This design comes from an exercise in tuning for small area, a short achievable clock period and few clock cycles per item on the open sky130 flow, not from production work. The RTL was checked by simulation tests, not by an equivalence proof against the original design. Power is estimated from default activity; no workload was simulated.

run 1:
==> flow/design.v <==
`timescale 1ns / 1ps
module SequentialNonrestoringDivider128Bit(
    input  [127:0] dividend_q,
    input  [127:0] divisor_m,
    input          clk,
    input          reset_n,
    output [127:0] quotient,
    output [127:0] remainder,
    output         done
    );
    reg [127:0] r;       
    reg [127:0] q;       
    reg [7:0]   cnt;     
    reg         s16;     
    reg         s4;      
    wire [39:0] h4;
    assign h4[39:32] = 8'd0;
    genvar k;
    generate
        for (k = 31; k >= 0; k = k - 1) begin : g_h4
            assign h4[k] = h4[k+1] | (|divisor_m[4*k+3:4*k]);
        end
    endgenerate
    wire [4:0] t_nxt = cnt[6:2] + (s16 ? 5'd4 : 5'd1);
    wire [127:0] a  = {r[126:0], q[127]};
    wire [127:0] g0 = a & ~divisor_m;
    wire [127:0] x0 = a ^ ~divisor_m;
    wire [127:0] gl [0:7];
    wire [127:0] pl [0:7];
    assign gl[0] = {g0[127:1], a[0] | ~divisor_m[0]};      
    assign pl[0] = x0;                            
    genvar l, i;
    generate
        for (l = 0; l < 7; l = l + 1) begin : g_lvl
            for (i = 0; i < 128; i = i + 1) begin : g_bit
                if ((i >> l) & 1) begin : g_node
                    assign gl[l+1][i] = gl[l][i] | (pl[l][i] & gl[l][((i >> l) << l) - 1]);
                    assign pl[l+1][i] = pl[l][i] & pl[l][((i >> l) << l) - 1];
                end else begin : g_pass
                    assign gl[l+1][i] = gl[l][i];
                    assign pl[l+1][i] = pl[l][i];
                end
            end
        end
    endgenerate
    wire [127:0] diff = {x0[127:1] ^ gl[7][126:0], a[0] ^ divisor_m[0]};
    wire         qbit = r[127] | gl[7][127];
    always @(posedge clk or negedge reset_n) begin
        if (!reset_n)
            cnt <= 8'd0;
        else if (!cnt[7])
            cnt <= s16 ? cnt + 8'd16 : s4 ? cnt + 8'd4 : cnt + 8'd1;
    end
    wire         run   = reset_n & ~cnt[7];
    wire         step  = run & ~s16 & ~s4;
    wire         sh16  = run & s16;
    wire         sh4   = run & ~s16 & s4;
    wire         hold  = reset_n & cnt[7];
    wire         take  = step & qbit;
    wire [127:0] r_alt = ({128{step}} & {r[126:0], q[127]}) |
                         ({128{sh16}} & {r[111:0], q[127:112]}) |
                         ({128{sh4}}  & {r[123:0], q[127:124]}) |
                         ({128{hold}} & r);
    wire [127:0] r_nxt = take ? diff : r_alt;
    always @(posedge clk)
        r <= r_nxt;
    wire [127:0] q_nxt = ({128{~reset_n}} & dividend_q) |
                         ({128{step}}     & {q[126:0], qbit}) |
                         ({128{sh16}}     & {q[111:0], 16'd0}) |
                         ({128{sh4}}      & {q[123:0], 4'd0}) |
                         ({128{hold}}     & q);
    always @(posedge clk)
        q <= q_nxt;
    always @(posedge clk) begin
        if (!reset_n) begin
            s16 <= |divisor_m[127:16];
            s4  <= |divisor_m[127:4];
        end else if (!cnt[7]) begin
            s16 <= (s16 | s4) & h4[t_nxt + 6'd4];
            s4  <= (s16 | s4) & h4[t_nxt + 6'd1];
        end
    end
    assign done      = cnt[7];
    assign quotient  = q;
    assign remainder = r;
endmodule
==> flow/config.mk <==
export PLATFORM = sky130hd
export DESIGN_NAME = SequentialNonrestoringDivider128Bit
export DESIGN_NICKNAME = SequentialNonrestoringDivider128Bit
export VERILOG_FILES = /design/flow/design.v
export SDC_FILE = /design/flow/constraint.sdc
export NUM_CORES = 4
export LEC_CHECK = 0
export CAP_MARGIN = 20
export CORE_MARGIN = 2
export CORE_UTILIZATION = 55
export CTS_BUF_LIST = sky130_fd_sc_hd__clkbuf_8
export SETUP_SLACK_MARGIN = 2.5
export SLEW_MARGIN = 20
==> flow/constraint.sdc <==
create_clock -name core_clock -period 5.5 [get_ports {clk}]
set_input_delay 1.1000 -clock core_clock [delete_from_list [all_inputs] [get_ports {clk}]]
set_output_delay 1.1000 -clock core_clock [all_outputs]
set_load 0.01 [all_outputs]
standard.sh (not shown) runs the stock make flow with config.mk's settings and CLKGATE_MAP_FILE= SYNTH_SCRIPT=/design/flow/synth_recipe.tcl, a recipe that flattens the netlist after the stock synthesis.
==> flow/flow/run.sh <==
#!/bin/bash
# The standard layout, except that the input and output ports are buffered with
# buf_1 cells (resizable later) instead of the delay buffer buffer_ports picks.
set -euo pipefail
export BUFFER_PORTS_ARGS="-buffer_cell sky130_fd_sc_hd__buf_1"
bash standard.sh > standard_flow.log 2>&1
Run 1: done, clean on timing, DRC and antenna
Testbench counts of run 1, summed over its fixed seeds: cycles 27,948, items 384.
Input changes introduced in run 2 (baseline for comparison: run 1):
# run 1
export LEC_CHECK = 0
export CAP_MARGIN = 20
export CORE_MARGIN = 2
export CORE_UTILIZATION = 55
export CTS_BUF_LIST = sky130_fd_sc_hd__clkbuf_8
export SETUP_SLACK_MARGIN = 2.5
export SLEW_MARGIN = 20
create_clock -name core_clock -period 5.5 [get_ports {clk}]
# run 2
export LEC_CHECK = 0
export CAP_MARGIN = 20
export CORE_MARGIN = 2
export CORE_UTILIZATION = 60
export CTS_BUF_LIST = sky130_fd_sc_hd__clkbuf_8
export SETUP_SLACK_MARGIN = 3.0
export SLEW_MARGIN = 20
create_clock -name core_clock -period 5.5 [get_ports {clk}]
### Flow results
- Looking at the reports, run 2 completed the entire flow and the layout it produced met the timing, design-rule and antenna checks.
- Diff run 1 -> run 2: detailed-route wire length on metal 1 decreased by 940 um relative to the old numbers; post-layout total power closely matched the old numbers; number of multi-input combinational cells in the layout increased by 6 relative to the old numbers; sequential share of layout area increased by 0.90 points relative to the old numbers.
- Run 1 vs run 2, highest routing layer actually used: met5 vs met4
What run 3 does differently from run 2 at the input level:
# run 2
export LEC_CHECK = 0
export CAP_MARGIN = 20
export CORE_MARGIN = 2
export CORE_UTILIZATION = 60
export CTS_BUF_LIST = sky130_fd_sc_hd__clkbuf_8
export SETUP_SLACK_MARGIN = 3.0
export SLEW_MARGIN = 20
create_clock -name core_clock -period 5.5 [get_ports {clk}]
# run 3
export LEC_CHECK = 0
export CAP_MARGIN = 20
export CORE_MARGIN = 2
export CORE_UTILIZATION = 65
export CTS_BUF_LIST = sky130_fd_sc_hd__clkbuf_8
export SETUP_SLACK_MARGIN = 2.5
export SLEW_MARGIN = 20
create_clock -name core_clock -period 5.5 [get_ports {clk}]
==> comparison <==
Upper clock frequency limit (higher): run 2
Relative to run 2, count of routing violations after the opening detailed-route iteration has gone up in run 3.
Compare run 3 and run 2 | via count higher: run 3
Nothing crashed in run 3 and all stages finished; the problem is that the final layout failed, the offending checks being max-capacitance violations, max-slew violations.
Summary of the comparison: proportion of power drawn by the clock network is higher in run 3, relative to run 2.
Compared with run 2, run 3 ends up with a larger final cell area.
Run 3 falls short of run 2 in power.
Here is what was changed in the inputs of run 4 compared with run 3.
# run 3
export LEC_CHECK = 0
export CAP_MARGIN = 20
export CORE_MARGIN = 2
export CORE_UTILIZATION = 65
export CTS_BUF_LIST = sky130_fd_sc_hd__clkbuf_8
export SETUP_SLACK_MARGIN = 2.5
export SLEW_MARGIN = 20
create_clock -name core_clock -period 5.5 [get_ports {clk}]
# run 4
export LEC_CHECK = 0
export CAP_MARGIN = 20
export CORE_MARGIN = 2
export CORE_UTILIZATION = 60
export CTS_BUF_LIST = sky130_fd_sc_hd__clkbuf_8
export SETUP_SLACK_MARGIN = 2.0
export SLEW_MARGIN = 20
create_clock -name core_clock -period 5.5 [get_ports {clk}]
Notes after the runs:
Run 4 finished end to end and its layout was clean on timing, DRC and antenna. Run 4 against run 3: sequential share of layout area shows an increase of 0.26 points; highest attainable clock frequency shows an increase of 17 MHz; number of filler cells placed in the layout shows an increase of 33%; clock-net power shows a reduction of about 5%. Count of clock buffers in the final design | run 4 below run 3. Total wirelength of the detailed-routed design: run 4 vs run 3 down 4.5 mm. Summary — setup slack, run 4 relative to run 3: higher, by 0.28 ns. [compare] base=run 3 new=run 4: met2 track demand over resource in global routing dropped 6.4 points; area fraction of clock buffers and clock inverters barely changed.
diff inputs: run 4 => run 5
# run 4
export LEC_CHECK = 0
export CAP_MARGIN = 20
export CORE_MARGIN = 2
export CORE_UTILIZATION = 60
export CTS_BUF_LIST = sky130_fd_sc_hd__clkbuf_8
export SETUP_SLACK_MARGIN = 2.0
export SLEW_MARGIN = 20
create_clock -name core_clock -period 5.5 [get_ports {clk}]
# run 5
export LEC_CHECK = 0
export CAP_MARGIN = 20
export CORE_MARGIN = 2
export CORE_UTILIZATION = 60
export CTS_BUF_LIST = sky130_fd_sc_hd__clkbuf_8
export SETUP_SLACK_MARGIN = 2.5
export SLEW_MARGIN = 20
create_clock -name core_clock -period 5.5 [get_ports {clk}]
[summary]
Cmp run 5 and run 4 / relative slew slack / lower: run 4. Run 4 -> run 5: number of hold-slack violations in the final timing report delta 0, exact match. For cell area after layout, run 4 and run 5 come out practically identical. Looking at total inserted antenna cells, run 5 sits 1 lower than run 4 does.

## afterwards: timing with drivers on the ports
In the flow no input, the clock included, has a driving cell. The finished layouts below were timed again as built, in two steps.
Step 1 (the two cells are an assumption about what drives the block):
set clk [get_ports {clk}]
set_driving_cell -lib_cell sky130_fd_sc_hd__clkbuf_16 $clk
set_driving_cell -lib_cell sky130_fd_sc_hd__buf_2 [delete_from_list [all_inputs] $clk]
Step 2 moves the port delays by t, midway between the first and last clock arrival at a register: inputs arrive t later, outputs are due t later. That takes back most of the time a late clock gives input paths.
a / b / c = ideal / step 1 / step 2; a / b = the first two.
run	shift t [ns]	slack for setup (ns)	worst register clock-pin slew, ns	pins driven straight from the clock port
run 1	0.718	1.681 / 1.706 / 0.988	0.07 / 0.07	1
run 2	0.631	1.534 / 1.534 / 0.903	0.07 / 0.07	1
run 3	0.651	1.228 / 1.169 / 0.519	0.07 / 0.07	1
run 4	0.659	1.511 / 1.527 / 0.868	0.07 / 0.07	1
run 5	0.661	1.588 / 1.603 / 0.942	0.07 / 0.07	1
For run 3, which loses most, drivers alone change the setup slack by -0.059 ns; drivers and shift together by -0.709 ns.
